Background: an optimization exercise with open tools, aiming at small area, a short achievable clock period and few clock cycles. Do not read the settings as production practice.
The RTL of this run was laid out without a check of its function.
Power figures rest on the tool's default switching activity, not on a simulated workload.

<file path="design/flow/config.mk">
export PLATFORM = sky130hd
export DESIGN_NAME = encrpytion
export DESIGN_NICKNAME = encrpytion
export VERILOG_FILES = /design/flow/design.v
export SDC_FILE = /design/flow/constraint.sdc
export NUM_CORES = 4
export LEC_CHECK = 0
export ABC_AREA = 1
export CAP_MARGIN = 20
export CORE_MARGIN = 2
export CORE_UTILIZATION = 55
export PLACE_DENSITY = 0.7
export SETUP_SLACK_MARGIN = 5
export SLEW_MARGIN = 20
</file>
<file path="design/flow/constraint.sdc">
create_clock -name core_clock -period 10.0 [get_ports {clk}]
set_input_delay 2.0000 -clock core_clock [delete_from_list [all_inputs] [get_ports {clk}]]
set_output_delay 2.0000 -clock core_clock [all_outputs]
set_load 0.01 [all_outputs]
</file>
<file path="design/flow/design.v">
module encrpytion        
    # (parameter k = 32)(
    input clk,               
    input rst,               
    input en,                
    input [k-1:0]a,          
    input [2*k-1:0]n,        
    input [k:0]e,            
    output [k-1:0]cipher,    
    output reg ready_flag    
    );
reg  [k-1:0] R;          
reg  [k-1:0] P;          
reg  [k-1:0] Ni;         
reg          bq;         
reg  [4:0]   cnt;        
reg  [4:0]   idx;        
reg          ebit;       
reg          sq;         
reg          run;        
assign cipher = R;
reg  [4:0] idx0;
integer i;
always @(*) begin
    idx0 = 5'd0;
    for (i = 1; i <= k; i = i + 1)
        if (e[i]) idx0 = i - 1;
end
wire [k+2:0] x  = {2'b00, P, 1'b0};
wire [k+2:0] y  = {3'b000, bq ? R : {k{1'b0}}};
wire [k+2:0] z1 = {3'b111, Ni};           
wire [k+2:0] z2 = {2'b11, Ni, 1'b1};      
wire [k+2:0] s1 = x ^ y ^ z1;
wire [k+2:0] c1 = (x & y) | (x & z1) | (y & z1);
wire [k+2:0] s2 = x ^ y ^ z2;
wire [k+2:0] c2 = (x & y) | (x & z2) | (y & z2);
wire [34:0] ad0_p0 = x ^ y;
wire [34:0] ad0_g0 = x & y;
wire [34:0] ad0_G0 = {ad0_g0[34:1], ad0_g0[0] | (ad0_p0[0] & 1'b0)};
wire [34:0] ad0_P0 = ad0_p0;
wire ad0_g1_1 = ad0_G0[1] | (ad0_P0[1] & ad0_G0[0]);
wire ad0_p1_1 = ad0_P0[1] & ad0_P0[0];
wire ad0_g1_3 = ad0_G0[3] | (ad0_P0[3] & ad0_G0[2]);
wire ad0_p1_3 = ad0_P0[3] & ad0_P0[2];
wire ad0_g1_5 = ad0_G0[5] | (ad0_P0[5] & ad0_G0[4]);
wire ad0_p1_5 = ad0_P0[5] & ad0_P0[4];
wire ad0_g1_7 = ad0_G0[7] | (ad0_P0[7] & ad0_G0[6]);
wire ad0_p1_7 = ad0_P0[7] & ad0_P0[6];
wire ad0_g1_9 = ad0_G0[9] | (ad0_P0[9] & ad0_G0[8]);
wire ad0_p1_9 = ad0_P0[9] & ad0_P0[8];
wire ad0_g1_11 = ad0_G0[11] | (ad0_P0[11] & ad0_G0[10]);
wire ad0_p1_11 = ad0_P0[11] & ad0_P0[10];
wire ad0_g1_13 = ad0_G0[13] | (ad0_P0[13] & ad0_G0[12]);
wire ad0_p1_13 = ad0_P0[13] & ad0_P0[12];
wire ad0_g1_15 = ad0_G0[15] | (ad0_P0[15] & ad0_G0[14]);
wire ad0_p1_15 = ad0_P0[15] & ad0_P0[14];
wire ad0_g1_17 = ad0_G0[17] | (ad0_P0[17] & ad0_G0[16]);
wire ad0_p1_17 = ad0_P0[17] & ad0_P0[16];
wire ad0_g1_19 = ad0_G0[19] | (ad0_P0[19] & ad0_G0[18]);
wire ad0_p1_19 = ad0_P0[19] & ad0_P0[18];
wire ad0_g1_21 = ad0_G0[21] | (ad0_P0[21] & ad0_G0[20]);
wire ad0_p1_21 = ad0_P0[21] & ad0_P0[20];
wire ad0_g1_23 = ad0_G0[23] | (ad0_P0[23] & ad0_G0[22]);
wire ad0_p1_23 = ad0_P0[23] & ad0_P0[22];
wire ad0_g1_25 = ad0_G0[25] | (ad0_P0[25] & ad0_G0[24]);
wire ad0_p1_25 = ad0_P0[25] & ad0_P0[24];
wire ad0_g1_27 = ad0_G0[27] | (ad0_P0[27] & ad0_G0[26]);
wire ad0_p1_27 = ad0_P0[27] & ad0_P0[26];
wire ad0_g1_29 = ad0_G0[29] | (ad0_P0[29] & ad0_G0[28]);
wire ad0_p1_29 = ad0_P0[29] & ad0_P0[28];
wire ad0_g1_31 = ad0_G0[31] | (ad0_P0[31] & ad0_G0[30]);
wire ad0_p1_31 = ad0_P0[31] & ad0_P0[30];
wire ad0_g1_33 = ad0_G0[33] | (ad0_P0[33] & ad0_G0[32]);
wire ad0_p1_33 = ad0_P0[33] & ad0_P0[32];
wire ad0_g2_3 = ad0_g1_3 | (ad0_p1_3 & ad0_g1_1);
wire ad0_p2_3 = ad0_p1_3 & ad0_p1_1;
wire ad0_g2_7 = ad0_g1_7 | (ad0_p1_7 & ad0_g1_5);
wire ad0_p2_7 = ad0_p1_7 & ad0_p1_5;
wire ad0_g2_11 = ad0_g1_11 | (ad0_p1_11 & ad0_g1_9);
wire ad0_p2_11 = ad0_p1_11 & ad0_p1_9;
wire ad0_g2_15 = ad0_g1_15 | (ad0_p1_15 & ad0_g1_13);
wire ad0_p2_15 = ad0_p1_15 & ad0_p1_13;
wire ad0_g2_19 = ad0_g1_19 | (ad0_p1_19 & ad0_g1_17);
wire ad0_p2_19 = ad0_p1_19 & ad0_p1_17;
wire ad0_g2_23 = ad0_g1_23 | (ad0_p1_23 & ad0_g1_21);
wire ad0_p2_23 = ad0_p1_23 & ad0_p1_21;
wire ad0_g2_27 = ad0_g1_27 | (ad0_p1_27 & ad0_g1_25);
wire ad0_p2_27 = ad0_p1_27 & ad0_p1_25;
wire ad0_g2_31 = ad0_g1_31 | (ad0_p1_31 & ad0_g1_29);
wire ad0_p2_31 = ad0_p1_31 & ad0_p1_29;
wire ad0_g3_7 = ad0_g2_7 | (ad0_p2_7 & ad0_g2_3);
wire ad0_p3_7 = ad0_p2_7 & ad0_p2_3;
wire ad0_g3_15 = ad0_g2_15 | (ad0_p2_15 & ad0_g2_11);
wire ad0_p3_15 = ad0_p2_15 & ad0_p2_11;
wire ad0_g3_23 = ad0_g2_23 | (ad0_p2_23 & ad0_g2_19);
wire ad0_p3_23 = ad0_p2_23 & ad0_p2_19;
wire ad0_g3_31 = ad0_g2_31 | (ad0_p2_31 & ad0_g2_27);
wire ad0_p3_31 = ad0_p2_31 & ad0_p2_27;
wire ad0_g4_15 = ad0_g3_15 | (ad0_p3_15 & ad0_g3_7);
wire ad0_p4_15 = ad0_p3_15 & ad0_p3_7;
wire ad0_g4_31 = ad0_g3_31 | (ad0_p3_31 & ad0_g3_23);
wire ad0_p4_31 = ad0_p3_31 & ad0_p3_23;
wire ad0_g5_31 = ad0_g4_31 | (ad0_p4_31 & ad0_g4_15);
wire ad0_p5_31 = ad0_p4_31 & ad0_p4_15;
wire ad0_g9_23 = ad0_g3_23 | (ad0_p3_23 & ad0_g4_15);
wire ad0_p9_23 = ad0_p3_23 & ad0_p4_15;
wire ad0_g10_11 = ad0_g2_11 | (ad0_p2_11 & ad0_g3_7);
wire ad0_p10_11 = ad0_p2_11 & ad0_p3_7;
wire ad0_g10_19 = ad0_g2_19 | (ad0_p2_19 & ad0_g4_15);
wire ad0_p10_19 = ad0_p2_19 & ad0_p4_15;
wire ad0_g10_27 = ad0_g2_27 | (ad0_p2_27 & ad0_g9_23);
wire ad0_p10_27 = ad0_p2_27 & ad0_p9_23;
wire ad0_g11_5 = ad0_g1_5 | (ad0_p1_5 & ad0_g2_3);
wire ad0_p11_5 = ad0_p1_5 & ad0_p2_3;
wire ad0_g11_9 = ad0_g1_9 | (ad0_p1_9 & ad0_g3_7);
wire ad0_p11_9 = ad0_p1_9 & ad0_p3_7;
wire ad0_g11_13 = ad0_g1_13 | (ad0_p1_13 & ad0_g10_11);
wire ad0_p11_13 = ad0_p1_13 & ad0_p10_11;
wire ad0_g11_17 = ad0_g1_17 | (ad0_p1_17 & ad0_g4_15);
wire ad0_p11_17 = ad0_p1_17 & ad0_p4_15;
wire ad0_g11_21 = ad0_g1_21 | (ad0_p1_21 & ad0_g10_19);
wire ad0_p11_21 = ad0_p1_21 & ad0_p10_19;
wire ad0_g11_25 = ad0_g1_25 | (ad0_p1_25 & ad0_g9_23);
wire ad0_p11_25 = ad0_p1_25 & ad0_p9_23;
wire ad0_g11_29 = ad0_g1_29 | (ad0_p1_29 & ad0_g10_27);
wire ad0_p11_29 = ad0_p1_29 & ad0_p10_27;
wire ad0_g11_33 = ad0_g1_33 | (ad0_p1_33 & ad0_g5_31);
wire ad0_p11_33 = ad0_p1_33 & ad0_p5_31;
wire ad0_g12_2 = ad0_G0[2] | (ad0_P0[2] & ad0_g1_1);
wire ad0_p12_2 = ad0_P0[2] & ad0_p1_1;
wire ad0_g12_4 = ad0_G0[4] | (ad0_P0[4] & ad0_g2_3);
wire ad0_p12_4 = ad0_P0[4] & ad0_p2_3;
wire ad0_g12_6 = ad0_G0[6] | (ad0_P0[6] & ad0_g11_5);
wire ad0_p12_6 = ad0_P0[6] & ad0_p11_5;
wire ad0_g12_8 = ad0_G0[8] | (ad0_P0[8] & ad0_g3_7);
wire ad0_p12_8 = ad0_P0[8] & ad0_p3_7;
wire ad0_g12_10 = ad0_G0[10] | (ad0_P0[10] & ad0_g11_9);
wire ad0_p12_10 = ad0_P0[10] & ad0_p11_9;
wire ad0_g12_12 = ad0_G0[12] | (ad0_P0[12] & ad0_g10_11);
wire ad0_p12_12 = ad0_P0[12] & ad0_p10_11;
wire ad0_g12_14 = ad0_G0[14] | (ad0_P0[14] & ad0_g11_13);
wire ad0_p12_14 = ad0_P0[14] & ad0_p11_13;
wire ad0_g12_16 = ad0_G0[16] | (ad0_P0[16] & ad0_g4_15);
wire ad0_p12_16 = ad0_P0[16] & ad0_p4_15;
wire ad0_g12_18 = ad0_G0[18] | (ad0_P0[18] & ad0_g11_17);
wire ad0_p12_18 = ad0_P0[18] & ad0_p11_17;
wire ad0_g12_20 = ad0_G0[20] | (ad0_P0[20] & ad0_g10_19);
wire ad0_p12_20 = ad0_P0[20] & ad0_p10_19;
wire ad0_g12_22 = ad0_G0[22] | (ad0_P0[22] & ad0_g11_21);
wire ad0_p12_22 = ad0_P0[22] & ad0_p11_21;
wire ad0_g12_24 = ad0_G0[24] | (ad0_P0[24] & ad0_g9_23);
wire ad0_p12_24 = ad0_P0[24] & ad0_p9_23;
wire ad0_g12_26 = ad0_G0[26] | (ad0_P0[26] & ad0_g11_25);
wire ad0_p12_26 = ad0_P0[26] & ad0_p11_25;
wire ad0_g12_28 = ad0_G0[28] | (ad0_P0[28] & ad0_g10_27);
wire ad0_p12_28 = ad0_P0[28] & ad0_p10_27;
wire ad0_g12_30 = ad0_G0[30] | (ad0_P0[30] & ad0_g11_29);
wire ad0_p12_30 = ad0_P0[30] & ad0_p11_29;
wire ad0_g12_32 = ad0_G0[32] | (ad0_P0[32] & ad0_g5_31);
wire ad0_p12_32 = ad0_P0[32] & ad0_p5_31;
wire ad0_g12_34 = ad0_G0[34] | (ad0_P0[34] & ad0_g11_33);
wire ad0_p12_34 = ad0_P0[34] & ad0_p11_33;
wire [34:0] t0 = ad0_p0 ^ {ad0_g11_33, ad0_g12_32, ad0_g5_31, ad0_g12_30, ad0_g11_29, ad0_g12_28, ad0_g10_27, ad0_g12_26, ad0_g11_25, ad0_g12_24, ad0_g9_23, ad0_g12_22, ad0_g11_21, ad0_g12_20, ad0_g10_19, ad0_g12_18, ad0_g11_17, ad0_g12_16, ad0_g4_15, ad0_g12_14, ad0_g11_13, ad0_g12_12, ad0_g10_11, ad0_g12_10, ad0_g11_9, ad0_g12_8, ad0_g3_7, ad0_g12_6, ad0_g11_5, ad0_g12_4, ad0_g2_3, ad0_g12_2, ad0_g1_1, ad0_G0[0], 1'b0};
wire [34:0] ad1_p0 = s1 ^ {c1[k+1:0], 1'b0};
wire [34:0] ad1_g0 = s1 & {c1[k+1:0], 1'b0};
wire [34:0] ad1_G0 = {ad1_g0[34:1], ad1_g0[0] | (ad1_p0[0] & 1'b1)};
wire [34:0] ad1_P0 = ad1_p0;
wire ad1_g1_1 = ad1_G0[1] | (ad1_P0[1] & ad1_G0[0]);
wire ad1_p1_1 = ad1_P0[1] & ad1_P0[0];
wire ad1_g1_3 = ad1_G0[3] | (ad1_P0[3] & ad1_G0[2]);
wire ad1_p1_3 = ad1_P0[3] & ad1_P0[2];
wire ad1_g1_5 = ad1_G0[5] | (ad1_P0[5] & ad1_G0[4]);
wire ad1_p1_5 = ad1_P0[5] & ad1_P0[4];
wire ad1_g1_7 = ad1_G0[7] | (ad1_P0[7] & ad1_G0[6]);
wire ad1_p1_7 = ad1_P0[7] & ad1_P0[6];
wire ad1_g1_9 = ad1_G0[9] | (ad1_P0[9] & ad1_G0[8]);
wire ad1_p1_9 = ad1_P0[9] & ad1_P0[8];
wire ad1_g1_11 = ad1_G0[11] | (ad1_P0[11] & ad1_G0[10]);
wire ad1_p1_11 = ad1_P0[11] & ad1_P0[10];
wire ad1_g1_13 = ad1_G0[13] | (ad1_P0[13] & ad1_G0[12]);
wire ad1_p1_13 = ad1_P0[13] & ad1_P0[12];
wire ad1_g1_15 = ad1_G0[15] | (ad1_P0[15] & ad1_G0[14]);
wire ad1_p1_15 = ad1_P0[15] & ad1_P0[14];
wire ad1_g1_17 = ad1_G0[17] | (ad1_P0[17] & ad1_G0[16]);
wire ad1_p1_17 = ad1_P0[17] & ad1_P0[16];
wire ad1_g1_19 = ad1_G0[19] | (ad1_P0[19] & ad1_G0[18]);
wire ad1_p1_19 = ad1_P0[19] & ad1_P0[18];
wire ad1_g1_21 = ad1_G0[21] | (ad1_P0[21] & ad1_G0[20]);
wire ad1_p1_21 = ad1_P0[21] & ad1_P0[20];
wire ad1_g1_23 = ad1_G0[23] | (ad1_P0[23] & ad1_G0[22]);
wire ad1_p1_23 = ad1_P0[23] & ad1_P0[22];
wire ad1_g1_25 = ad1_G0[25] | (ad1_P0[25] & ad1_G0[24]);
wire ad1_p1_25 = ad1_P0[25] & ad1_P0[24];
wire ad1_g1_27 = ad1_G0[27] | (ad1_P0[27] & ad1_G0[26]);
wire ad1_p1_27 = ad1_P0[27] & ad1_P0[26];
wire ad1_g1_29 = ad1_G0[29] | (ad1_P0[29] & ad1_G0[28]);
wire ad1_p1_29 = ad1_P0[29] & ad1_P0[28];
wire ad1_g1_31 = ad1_G0[31] | (ad1_P0[31] & ad1_G0[30]);
wire ad1_p1_31 = ad1_P0[31] & ad1_P0[30];
wire ad1_g1_33 = ad1_G0[33] | (ad1_P0[33] & ad1_G0[32]);
wire ad1_p1_33 = ad1_P0[33] & ad1_P0[32];
wire ad1_g2_3 = ad1_g1_3 | (ad1_p1_3 & ad1_g1_1);
wire ad1_p2_3 = ad1_p1_3 & ad1_p1_1;
wire ad1_g2_7 = ad1_g1_7 | (ad1_p1_7 & ad1_g1_5);
wire ad1_p2_7 = ad1_p1_7 & ad1_p1_5;
wire ad1_g2_11 = ad1_g1_11 | (ad1_p1_11 & ad1_g1_9);
wire ad1_p2_11 = ad1_p1_11 & ad1_p1_9;
wire ad1_g2_15 = ad1_g1_15 | (ad1_p1_15 & ad1_g1_13);
wire ad1_p2_15 = ad1_p1_15 & ad1_p1_13;
wire ad1_g2_19 = ad1_g1_19 | (ad1_p1_19 & ad1_g1_17);
wire ad1_p2_19 = ad1_p1_19 & ad1_p1_17;
wire ad1_g2_23 = ad1_g1_23 | (ad1_p1_23 & ad1_g1_21);
wire ad1_p2_23 = ad1_p1_23 & ad1_p1_21;
wire ad1_g2_27 = ad1_g1_27 | (ad1_p1_27 & ad1_g1_25);
wire ad1_p2_27 = ad1_p1_27 & ad1_p1_25;
wire ad1_g2_31 = ad1_g1_31 | (ad1_p1_31 & ad1_g1_29);
wire ad1_p2_31 = ad1_p1_31 & ad1_p1_29;
wire ad1_g3_7 = ad1_g2_7 | (ad1_p2_7 & ad1_g2_3);
wire ad1_p3_7 = ad1_p2_7 & ad1_p2_3;
wire ad1_g3_15 = ad1_g2_15 | (ad1_p2_15 & ad1_g2_11);
wire ad1_p3_15 = ad1_p2_15 & ad1_p2_11;
wire ad1_g3_23 = ad1_g2_23 | (ad1_p2_23 & ad1_g2_19);
wire ad1_p3_23 = ad1_p2_23 & ad1_p2_19;
wire ad1_g3_31 = ad1_g2_31 | (ad1_p2_31 & ad1_g2_27);
wire ad1_p3_31 = ad1_p2_31 & ad1_p2_27;
wire ad1_g4_15 = ad1_g3_15 | (ad1_p3_15 & ad1_g3_7);
wire ad1_p4_15 = ad1_p3_15 & ad1_p3_7;
wire ad1_g4_31 = ad1_g3_31 | (ad1_p3_31 & ad1_g3_23);
wire ad1_p4_31 = ad1_p3_31 & ad1_p3_23;
wire ad1_g5_31 = ad1_g4_31 | (ad1_p4_31 & ad1_g4_15);
wire ad1_p5_31 = ad1_p4_31 & ad1_p4_15;
wire ad1_g9_23 = ad1_g3_23 | (ad1_p3_23 & ad1_g4_15);
wire ad1_p9_23 = ad1_p3_23 & ad1_p4_15;
wire ad1_g10_11 = ad1_g2_11 | (ad1_p2_11 & ad1_g3_7);
wire ad1_p10_11 = ad1_p2_11 & ad1_p3_7;
wire ad1_g10_19 = ad1_g2_19 | (ad1_p2_19 & ad1_g4_15);
wire ad1_p10_19 = ad1_p2_19 & ad1_p4_15;
wire ad1_g10_27 = ad1_g2_27 | (ad1_p2_27 & ad1_g9_23);
wire ad1_p10_27 = ad1_p2_27 & ad1_p9_23;
wire ad1_g11_5 = ad1_g1_5 | (ad1_p1_5 & ad1_g2_3);
wire ad1_p11_5 = ad1_p1_5 & ad1_p2_3;
wire ad1_g11_9 = ad1_g1_9 | (ad1_p1_9 & ad1_g3_7);
wire ad1_p11_9 = ad1_p1_9 & ad1_p3_7;
wire ad1_g11_13 = ad1_g1_13 | (ad1_p1_13 & ad1_g10_11);
wire ad1_p11_13 = ad1_p1_13 & ad1_p10_11;
wire ad1_g11_17 = ad1_g1_17 | (ad1_p1_17 & ad1_g4_15);
wire ad1_p11_17 = ad1_p1_17 & ad1_p4_15;
wire ad1_g11_21 = ad1_g1_21 | (ad1_p1_21 & ad1_g10_19);
wire ad1_p11_21 = ad1_p1_21 & ad1_p10_19;
wire ad1_g11_25 = ad1_g1_25 | (ad1_p1_25 & ad1_g9_23);
wire ad1_p11_25 = ad1_p1_25 & ad1_p9_23;
wire ad1_g11_29 = ad1_g1_29 | (ad1_p1_29 & ad1_g10_27);
wire ad1_p11_29 = ad1_p1_29 & ad1_p10_27;
wire ad1_g11_33 = ad1_g1_33 | (ad1_p1_33 & ad1_g5_31);
wire ad1_p11_33 = ad1_p1_33 & ad1_p5_31;
wire ad1_g12_2 = ad1_G0[2] | (ad1_P0[2] & ad1_g1_1);
wire ad1_p12_2 = ad1_P0[2] & ad1_p1_1;
wire ad1_g12_4 = ad1_G0[4] | (ad1_P0[4] & ad1_g2_3);
wire ad1_p12_4 = ad1_P0[4] & ad1_p2_3;
wire ad1_g12_6 = ad1_G0[6] | (ad1_P0[6] & ad1_g11_5);
wire ad1_p12_6 = ad1_P0[6] & ad1_p11_5;
wire ad1_g12_8 = ad1_G0[8] | (ad1_P0[8] & ad1_g3_7);
wire ad1_p12_8 = ad1_P0[8] & ad1_p3_7;
wire ad1_g12_10 = ad1_G0[10] | (ad1_P0[10] & ad1_g11_9);
wire ad1_p12_10 = ad1_P0[10] & ad1_p11_9;
wire ad1_g12_12 = ad1_G0[12] | (ad1_P0[12] & ad1_g10_11);
wire ad1_p12_12 = ad1_P0[12] & ad1_p10_11;
wire ad1_g12_14 = ad1_G0[14] | (ad1_P0[14] & ad1_g11_13);
wire ad1_p12_14 = ad1_P0[14] & ad1_p11_13;
wire ad1_g12_16 = ad1_G0[16] | (ad1_P0[16] & ad1_g4_15);
wire ad1_p12_16 = ad1_P0[16] & ad1_p4_15;
wire ad1_g12_18 = ad1_G0[18] | (ad1_P0[18] & ad1_g11_17);
wire ad1_p12_18 = ad1_P0[18] & ad1_p11_17;
wire ad1_g12_20 = ad1_G0[20] | (ad1_P0[20] & ad1_g10_19);
wire ad1_p12_20 = ad1_P0[20] & ad1_p10_19;
wire ad1_g12_22 = ad1_G0[22] | (ad1_P0[22] & ad1_g11_21);
wire ad1_p12_22 = ad1_P0[22] & ad1_p11_21;
wire ad1_g12_24 = ad1_G0[24] | (ad1_P0[24] & ad1_g9_23);
wire ad1_p12_24 = ad1_P0[24] & ad1_p9_23;
wire ad1_g12_26 = ad1_G0[26] | (ad1_P0[26] & ad1_g11_25);
wire ad1_p12_26 = ad1_P0[26] & ad1_p11_25;
wire ad1_g12_28 = ad1_G0[28] | (ad1_P0[28] & ad1_g10_27);
wire ad1_p12_28 = ad1_P0[28] & ad1_p10_27;
wire ad1_g12_30 = ad1_G0[30] | (ad1_P0[30] & ad1_g11_29);
wire ad1_p12_30 = ad1_P0[30] & ad1_p11_29;
wire ad1_g12_32 = ad1_G0[32] | (ad1_P0[32] & ad1_g5_31);
wire ad1_p12_32 = ad1_P0[32] & ad1_p5_31;
wire ad1_g12_34 = ad1_G0[34] | (ad1_P0[34] & ad1_g11_33);
wire ad1_p12_34 = ad1_P0[34] & ad1_p11_33;
wire [34:0] t1 = ad1_p0 ^ {ad1_g11_33, ad1_g12_32, ad1_g5_31, ad1_g12_30, ad1_g11_29, ad1_g12_28, ad1_g10_27, ad1_g12_26, ad1_g11_25, ad1_g12_24, ad1_g9_23, ad1_g12_22, ad1_g11_21, ad1_g12_20, ad1_g10_19, ad1_g12_18, ad1_g11_17, ad1_g12_16, ad1_g4_15, ad1_g12_14, ad1_g11_13, ad1_g12_12, ad1_g10_11, ad1_g12_10, ad1_g11_9, ad1_g12_8, ad1_g3_7, ad1_g12_6, ad1_g11_5, ad1_g12_4, ad1_g2_3, ad1_g12_2, ad1_g1_1, ad1_G0[0], 1'b1};
wire [34:0] ad2_p0 = s2 ^ {c2[k+1:0], 1'b0};
wire [34:0] ad2_g0 = s2 & {c2[k+1:0], 1'b0};
wire [34:0] ad2_G0 = {ad2_g0[34:1], ad2_g0[0] | (ad2_p0[0] & 1'b1)};
wire [34:0] ad2_P0 = ad2_p0;
wire ad2_g1_1 = ad2_G0[1] | (ad2_P0[1] & ad2_G0[0]);
wire ad2_p1_1 = ad2_P0[1] & ad2_P0[0];
wire ad2_g1_3 = ad2_G0[3] | (ad2_P0[3] & ad2_G0[2]);
wire ad2_p1_3 = ad2_P0[3] & ad2_P0[2];
wire ad2_g1_5 = ad2_G0[5] | (ad2_P0[5] & ad2_G0[4]);
wire ad2_p1_5 = ad2_P0[5] & ad2_P0[4];
wire ad2_g1_7 = ad2_G0[7] | (ad2_P0[7] & ad2_G0[6]);
wire ad2_p1_7 = ad2_P0[7] & ad2_P0[6];
wire ad2_g1_9 = ad2_G0[9] | (ad2_P0[9] & ad2_G0[8]);
wire ad2_p1_9 = ad2_P0[9] & ad2_P0[8];
wire ad2_g1_11 = ad2_G0[11] | (ad2_P0[11] & ad2_G0[10]);
wire ad2_p1_11 = ad2_P0[11] & ad2_P0[10];
wire ad2_g1_13 = ad2_G0[13] | (ad2_P0[13] & ad2_G0[12]);
wire ad2_p1_13 = ad2_P0[13] & ad2_P0[12];
wire ad2_g1_15 = ad2_G0[15] | (ad2_P0[15] & ad2_G0[14]);
wire ad2_p1_15 = ad2_P0[15] & ad2_P0[14];
wire ad2_g1_17 = ad2_G0[17] | (ad2_P0[17] & ad2_G0[16]);
wire ad2_p1_17 = ad2_P0[17] & ad2_P0[16];
wire ad2_g1_19 = ad2_G0[19] | (ad2_P0[19] & ad2_G0[18]);
wire ad2_p1_19 = ad2_P0[19] & ad2_P0[18];
wire ad2_g1_21 = ad2_G0[21] | (ad2_P0[21] & ad2_G0[20]);
wire ad2_p1_21 = ad2_P0[21] & ad2_P0[20];
wire ad2_g1_23 = ad2_G0[23] | (ad2_P0[23] & ad2_G0[22]);
wire ad2_p1_23 = ad2_P0[23] & ad2_P0[22];
wire ad2_g1_25 = ad2_G0[25] | (ad2_P0[25] & ad2_G0[24]);
wire ad2_p1_25 = ad2_P0[25] & ad2_P0[24];
wire ad2_g1_27 = ad2_G0[27] | (ad2_P0[27] & ad2_G0[26]);
wire ad2_p1_27 = ad2_P0[27] & ad2_P0[26];
wire ad2_g1_29 = ad2_G0[29] | (ad2_P0[29] & ad2_G0[28]);
wire ad2_p1_29 = ad2_P0[29] & ad2_P0[28];
wire ad2_g1_31 = ad2_G0[31] | (ad2_P0[31] & ad2_G0[30]);
wire ad2_p1_31 = ad2_P0[31] & ad2_P0[30];
wire ad2_g1_33 = ad2_G0[33] | (ad2_P0[33] & ad2_G0[32]);
wire ad2_p1_33 = ad2_P0[33] & ad2_P0[32];
wire ad2_g2_3 = ad2_g1_3 | (ad2_p1_3 & ad2_g1_1);
wire ad2_p2_3 = ad2_p1_3 & ad2_p1_1;
wire ad2_g2_7 = ad2_g1_7 | (ad2_p1_7 & ad2_g1_5);
wire ad2_p2_7 = ad2_p1_7 & ad2_p1_5;
wire ad2_g2_11 = ad2_g1_11 | (ad2_p1_11 & ad2_g1_9);
wire ad2_p2_11 = ad2_p1_11 & ad2_p1_9;
wire ad2_g2_15 = ad2_g1_15 | (ad2_p1_15 & ad2_g1_13);
wire ad2_p2_15 = ad2_p1_15 & ad2_p1_13;
wire ad2_g2_19 = ad2_g1_19 | (ad2_p1_19 & ad2_g1_17);
wire ad2_p2_19 = ad2_p1_19 & ad2_p1_17;
wire ad2_g2_23 = ad2_g1_23 | (ad2_p1_23 & ad2_g1_21);
wire ad2_p2_23 = ad2_p1_23 & ad2_p1_21;
wire ad2_g2_27 = ad2_g1_27 | (ad2_p1_27 & ad2_g1_25);
wire ad2_p2_27 = ad2_p1_27 & ad2_p1_25;
wire ad2_g2_31 = ad2_g1_31 | (ad2_p1_31 & ad2_g1_29);
wire ad2_p2_31 = ad2_p1_31 & ad2_p1_29;
wire ad2_g3_7 = ad2_g2_7 | (ad2_p2_7 & ad2_g2_3);
wire ad2_p3_7 = ad2_p2_7 & ad2_p2_3;
wire ad2_g3_15 = ad2_g2_15 | (ad2_p2_15 & ad2_g2_11);
wire ad2_p3_15 = ad2_p2_15 & ad2_p2_11;
wire ad2_g3_23 = ad2_g2_23 | (ad2_p2_23 & ad2_g2_19);
wire ad2_p3_23 = ad2_p2_23 & ad2_p2_19;
wire ad2_g3_31 = ad2_g2_31 | (ad2_p2_31 & ad2_g2_27);
wire ad2_p3_31 = ad2_p2_31 & ad2_p2_27;
wire ad2_g4_15 = ad2_g3_15 | (ad2_p3_15 & ad2_g3_7);
wire ad2_p4_15 = ad2_p3_15 & ad2_p3_7;
wire ad2_g4_31 = ad2_g3_31 | (ad2_p3_31 & ad2_g3_23);
wire ad2_p4_31 = ad2_p3_31 & ad2_p3_23;
wire ad2_g5_31 = ad2_g4_31 | (ad2_p4_31 & ad2_g4_15);
wire ad2_p5_31 = ad2_p4_31 & ad2_p4_15;
wire ad2_g9_23 = ad2_g3_23 | (ad2_p3_23 & ad2_g4_15);
wire ad2_p9_23 = ad2_p3_23 & ad2_p4_15;
wire ad2_g10_11 = ad2_g2_11 | (ad2_p2_11 & ad2_g3_7);
wire ad2_p10_11 = ad2_p2_11 & ad2_p3_7;
wire ad2_g10_19 = ad2_g2_19 | (ad2_p2_19 & ad2_g4_15);
wire ad2_p10_19 = ad2_p2_19 & ad2_p4_15;
wire ad2_g10_27 = ad2_g2_27 | (ad2_p2_27 & ad2_g9_23);
wire ad2_p10_27 = ad2_p2_27 & ad2_p9_23;
wire ad2_g11_5 = ad2_g1_5 | (ad2_p1_5 & ad2_g2_3);
wire ad2_p11_5 = ad2_p1_5 & ad2_p2_3;
wire ad2_g11_9 = ad2_g1_9 | (ad2_p1_9 & ad2_g3_7);
wire ad2_p11_9 = ad2_p1_9 & ad2_p3_7;
wire ad2_g11_13 = ad2_g1_13 | (ad2_p1_13 & ad2_g10_11);
wire ad2_p11_13 = ad2_p1_13 & ad2_p10_11;
wire ad2_g11_17 = ad2_g1_17 | (ad2_p1_17 & ad2_g4_15);
wire ad2_p11_17 = ad2_p1_17 & ad2_p4_15;
wire ad2_g11_21 = ad2_g1_21 | (ad2_p1_21 & ad2_g10_19);
wire ad2_p11_21 = ad2_p1_21 & ad2_p10_19;
wire ad2_g11_25 = ad2_g1_25 | (ad2_p1_25 & ad2_g9_23);
wire ad2_p11_25 = ad2_p1_25 & ad2_p9_23;
wire ad2_g11_29 = ad2_g1_29 | (ad2_p1_29 & ad2_g10_27);
wire ad2_p11_29 = ad2_p1_29 & ad2_p10_27;
wire ad2_g11_33 = ad2_g1_33 | (ad2_p1_33 & ad2_g5_31);
wire ad2_p11_33 = ad2_p1_33 & ad2_p5_31;
wire ad2_g12_2 = ad2_G0[2] | (ad2_P0[2] & ad2_g1_1);
wire ad2_p12_2 = ad2_P0[2] & ad2_p1_1;
wire ad2_g12_4 = ad2_G0[4] | (ad2_P0[4] & ad2_g2_3);
wire ad2_p12_4 = ad2_P0[4] & ad2_p2_3;
wire ad2_g12_6 = ad2_G0[6] | (ad2_P0[6] & ad2_g11_5);
wire ad2_p12_6 = ad2_P0[6] & ad2_p11_5;
wire ad2_g12_8 = ad2_G0[8] | (ad2_P0[8] & ad2_g3_7);
wire ad2_p12_8 = ad2_P0[8] & ad2_p3_7;
wire ad2_g12_10 = ad2_G0[10] | (ad2_P0[10] & ad2_g11_9);
wire ad2_p12_10 = ad2_P0[10] & ad2_p11_9;
wire ad2_g12_12 = ad2_G0[12] | (ad2_P0[12] & ad2_g10_11);
wire ad2_p12_12 = ad2_P0[12] & ad2_p10_11;
wire ad2_g12_14 = ad2_G0[14] | (ad2_P0[14] & ad2_g11_13);
wire ad2_p12_14 = ad2_P0[14] & ad2_p11_13;
wire ad2_g12_16 = ad2_G0[16] | (ad2_P0[16] & ad2_g4_15);
wire ad2_p12_16 = ad2_P0[16] & ad2_p4_15;
wire ad2_g12_18 = ad2_G0[18] | (ad2_P0[18] & ad2_g11_17);
wire ad2_p12_18 = ad2_P0[18] & ad2_p11_17;
wire ad2_g12_20 = ad2_G0[20] | (ad2_P0[20] & ad2_g10_19);
wire ad2_p12_20 = ad2_P0[20] & ad2_p10_19;
wire ad2_g12_22 = ad2_G0[22] | (ad2_P0[22] & ad2_g11_21);
wire ad2_p12_22 = ad2_P0[22] & ad2_p11_21;
wire ad2_g12_24 = ad2_G0[24] | (ad2_P0[24] & ad2_g9_23);
wire ad2_p12_24 = ad2_P0[24] & ad2_p9_23;
wire ad2_g12_26 = ad2_G0[26] | (ad2_P0[26] & ad2_g11_25);
wire ad2_p12_26 = ad2_P0[26] & ad2_p11_25;
wire ad2_g12_28 = ad2_G0[28] | (ad2_P0[28] & ad2_g10_27);
wire ad2_p12_28 = ad2_P0[28] & ad2_p10_27;
wire ad2_g12_30 = ad2_G0[30] | (ad2_P0[30] & ad2_g11_29);
wire ad2_p12_30 = ad2_P0[30] & ad2_p11_29;
wire ad2_g12_32 = ad2_G0[32] | (ad2_P0[32] & ad2_g5_31);
wire ad2_p12_32 = ad2_P0[32] & ad2_p5_31;
wire ad2_g12_34 = ad2_G0[34] | (ad2_P0[34] & ad2_g11_33);
wire ad2_p12_34 = ad2_P0[34] & ad2_p11_33;
wire [34:0] t2 = ad2_p0 ^ {ad2_g11_33, ad2_g12_32, ad2_g5_31, ad2_g12_30, ad2_g11_29, ad2_g12_28, ad2_g10_27, ad2_g12_26, ad2_g11_25, ad2_g12_24, ad2_g9_23, ad2_g12_22, ad2_g11_21, ad2_g12_20, ad2_g10_19, ad2_g12_18, ad2_g11_17, ad2_g12_16, ad2_g4_15, ad2_g12_14, ad2_g11_13, ad2_g12_12, ad2_g10_11, ad2_g12_10, ad2_g11_9, ad2_g12_8, ad2_g3_7, ad2_g12_6, ad2_g11_5, ad2_g12_4, ad2_g2_3, ad2_g12_2, ad2_g1_1, ad2_G0[0], 1'b1};
wire [k-1:0] res = !t2[k+2] ? t2[k-1:0] : !t1[k+2] ? t1[k-1:0] : t0[k-1:0];
wire last   = (cnt == 5'd31);
wire domul  = sq & ebit;
wire finish = last & ~domul & (idx == 5'd0);
wire idle   = ~run & ~ready_flag;
always @(posedge clk or posedge rst) begin
    if (rst) begin
        run <= 1'b0;
        ready_flag <= 1'b0;
    end else begin
        run <= en & (idle | (run & ~finish));
        ready_flag <= en & (ready_flag | (run & finish));
    end
end
always @(posedge clk)
    Ni <= ~n[k-1:0];
always @(posedge clk) begin
    ebit <= e[idx];
    P <= (idle | last) ? {k{1'b0}} : res;
    if (idle) begin
        R   <= a;
        bq  <= a[k-1];
        cnt <= 5'd30;
        idx <= idx0;
        sq  <= 1'b1;
    end else if (run) begin
        cnt <= cnt - 5'd1;
        if (last) begin
            R <= res;
            if (domul) begin
                sq <= 1'b0;
                bq <= a[k-1];
            end else begin
                sq  <= 1'b1;
                bq  <= res[k-1];
                idx <= idx - 5'd1;
            end
        end else begin
            bq <= sq ? R[cnt] : a[cnt];
        end
    end
end
endmodule
</file>
<file path="design/flow/run.sh">
#!/bin/bash
# synth_recipe.tcl (not shown) runs the flow's synth.tcl, then flattens the netlist and writes it again
# the make line also repeats each setting of config.mk as NAME=value (left out here)
make -C /OpenROAD-flow-scripts/flow DESIGN_CONFIG=/design/flow/config.mk WORK_HOME=/design/flow/orfs CLKGATE_MAP_FILE= SYNTH_SCRIPT=/design/flow/synth_recipe.tcl finish
</file>
==> summary.txt <==
status=complete, no violations; max_slew headroom=~48%; Routed WL per cell=approximately 17 µm; WHS=between 0.5 and 0.6 ns; EDFF count, synth=38; # IOs=approximately 170; Post-DP Area=12100 µm²; WP data arrival=4.85 ns; Clock Sinks=roughly 110; Max IR drop VDD=0.000198 V; vias per cell=about 5.5; largest net degree at the start of global routing=47; RSZ-0062 raised after global routing=yes; worst setup path startpoint=bq; most numerous cell in the Yosys netlist=nand2_1; worst-path fanout max=10; hold_buf cts=0; Post-synth top flop=dfxtp_1; main area contributors after synthesis=fa_1 21%, dfxtp_1 13%, ha_1 11%; max-slew violation count=0; Syn Inst Count=1285; routability cong.=around 0.89; grt total ovfl=0; Worst Tran Pin Value=0.772 ns; combinational family with the most area after synthesis=adder cells; worst r2r path cells=28; Hold Path Class=reg2reg; post-synthesis compound-gate area fraction=between 10% and 20%; slowest stage cell on the critical path=fa_1; clk slew on worst S/H paths=~0.080 ns; DRT Wirelength=roughly 29 mm; Worst Hold Launch=cnt[3]; Crit Path Category=reg2reg; first drt pass iteration count=5; initial drt markers=about 600; Pwr Density=349 nW/µm²; TritonCTS Buffers=9; Yosys warnings=1; Tot Pwr=4.42 mW; Worst Clk Skew=0.0113 ns; Post-Synth Simple-Gate Area=between 10% and 20%; syn nets=1622; ANT cells=0; antenna-violating nets left=0; post-synthesis xor/xnor area fraction=under 10%; row count=50; Synth top area share=roughly 21%; Nets=approximately 1800; DIE WIDTH=roughly 140 µm; Max Fclk=211 MHz; Starting Density=~56%; Final Hold Fails=0; post-synth top area cell=fa_1; vias in the first global route=9159; sequential area share after synthesis=24.7%; Hold Path End=cnt[3]; synthesized area per cell=just over 8 µm²; Netlist Area Pre-Place=roughly 11000 µm²; unique cell type count in the Yosys netlist=46; Min-Delay Path Depth=1; post-synthesis adder-cell area fraction=around a third; Final Instance Area=~13000 µm²; Yosys reg bits=about 110; clock root buffer=clkbuf_16; vias after detailed routing=approximately 9200; CTS Buffer Depth=2; r2r setup slk=roughly 5.3 ns; fraction of registers with async set/reset=roughly 1.8%; TritonCTS clock tree=yes; CTS H-tree lvls=3; Fill cells=approximately 1600; Die H=143 µm; initial antenna violation count=0; Max-cap violations=0; Synth top cells by count=287 x nand2_1, 162 x inv_1, 109 x fa_1, 109 x nor2_1, 97 x o21ai_0; core area=around 19000 µm²; final setup fails=0; Area Overhead vs Synth=19.6%; crit path capture type=flip-flop; worst flop-to-flop path startpoint=bq; Final TNS setup=0 ns; Skew-Pair Late Insertion Delay=between 0.3 and 0.4 ns; GRT Util Overall=approximately 29%; post-DP HPWL=between 20 and 25 mm; Worst Path Required=roughly 10 ns; Startpoint Class=flip-flop; share of layout cells above drive strength 1=between 5 and 6%; Critical Path Max Stage Delay=between 0.4 and 0.5 ns; leakage=a little over 6 nW; utilization after layout=about two thirds; Worst R2R End=R[30]; first-pass GRT wire length=roughly 46 mm; Post-route DRC=0; Worst path most repeated cell=nand2_1; multiplexer share of the synthesized area=0%; number of buffers added on ports=about 130; crit share post-route=between 40 and 50%; die area=between 20000 and 25000 µm²; Final Critical Period=4.75 ns
[placed cells by master, fill, tap and decap left out, types with 10 or more instances in the layout]
| cell | n |
|---|---|
| nor2_1 | 107 |
| xnor2_1 | 42 |
| clkbuf_16 | 10 |
| dfxtp_1 | 71 |
| edfxtp_1 | 38 |
| and2_1 | 13 |
| ha_1 | 96 |
| nand4_1 | 12 |
| o21ai_2 | 11 |
| clkdlybuf4s50_1 | 132 |
| nand2_1 | 282 |
| o21ai_1 | 10 |
| o21ai_0 | 92 |
| inv_1 | 161 |
| fa_1 | 109 |
| nand3_1 | 47 |
| a21oi_1 | 64 |
| buf_4 | 22 |
[critical path, delay by kind of cell, from the launching register on]
kind	cells	cell delay [ns]
flops	1	0.46
buf+inv	4	0.42
compound gates	5	0.87
fa+ha+maj	3	1.25
simple gates	16	1.47
[cell type report]
cell class                 instances  area (µm²)  share of cell area, %
multi-input combinational        972        7280                   57.4
timing repair buffer             156        1530                   12.1
sequential                       111        2610                   20.6
inverter                         165         624                   4.93
clock buffer                       9         225                   1.78
tap                              260         325                   2.57
clock inverter                     7        76.3                  0.602
[per-stage QoR]
step / worst slack, ns / std cells
final: 5.25 / 1680
after global routing: 4.90 / 1680
after CTS: 5.03 / 1667
after detailed placement: 4.16 / 1649
after global placement: 4.21 / 1649
after floorplan: 5.66 / 1285
[cell families (layout without fill, tap and decap cells)]
group	after synthesis	in the layout
XOR/XNOR	46	46
flip-flops	111	111
adder cells (fa/ha/maj)	205	205
buffers and inverters	203	337
AND/OR/NAND/NOR	483	484
AO/OA/AOI/OAI	237	237
[what timing repair did]
item / CTS / global route
pin swaps: 1 / 4
cloned: 0 / 2
setup buffers: 2 / 11
gates resized for setup: 10 / 20
endpoints found under the setup margin: 65 / 36
[state kept, by name, indices dropped and copies added, names as in the netlist]
| signal | count |
|---|---|
| Ni | 32 |
| P | 32 |
| R | 32 |
| cnt | 5 |
| idx | 5 |
| bq | 1 |
| ebit | 1 |
| ready_flag | 1 |
| run | 1 |
| sq | 1 |
[metal layers]
metal  up-vias  GRT usage [%]  wire length (µm)  part of all wire, %
met4         0           7.56               556                  1.9
met2       318           49.6             13900                   49
met5         -              0                 0                    0
met3        47           5.03              2170                  7.6
li1       4464              -                 -                    -
met1      4380           38.0             12000                   42
[power breakdown]
| group | internal (mW) | switching [mW] | total, mW |
|---|---|---|---|
| sequential | 0.637 | 0.162 | 0.800 |
| combinational | 1.37 | 1.86 | 3.23 |
| clock | 0.198 | 0.192 | 0.391 |
| total | 2.21 | 2.21 | 4.42 |
[worst max path at each step]
stage | end | cells after the start
floorplan | R[22] | 28
global placement | R[16] | 20
detailed placement | R[16] | 20
CTS | R[30] | 28
global route | R[30] | 28
finish | R[30] | 28

-- what the ideal ports hide --
No port has a modelled driver above. Below, the same layout with a new extraction and two added sets of constraints. Step 1: set_driving_cell puts a clkbuf_16 on clk and a buf_2 on each other input, an assumption about the parent block. Step 2, shift: input delay + t, output delay - t, t = (earliest + latest rising clock arrival at the registers) / 2. This alone moves slack from input paths to output paths. Slacks: no drivers / after step 1 / after step 2; pairs: no drivers / after step 1.
t (ns): 0.411
setup WS [ns]: 5.251 / 5.251 / 5.251
worst setup path at the end: register to register
cell pins on the clock port's net: 1
After both steps this run still meets setup and hold. For this run, drivers alone change the setup slack by 0.000 ns; drivers and shift together by 0.000 ns.
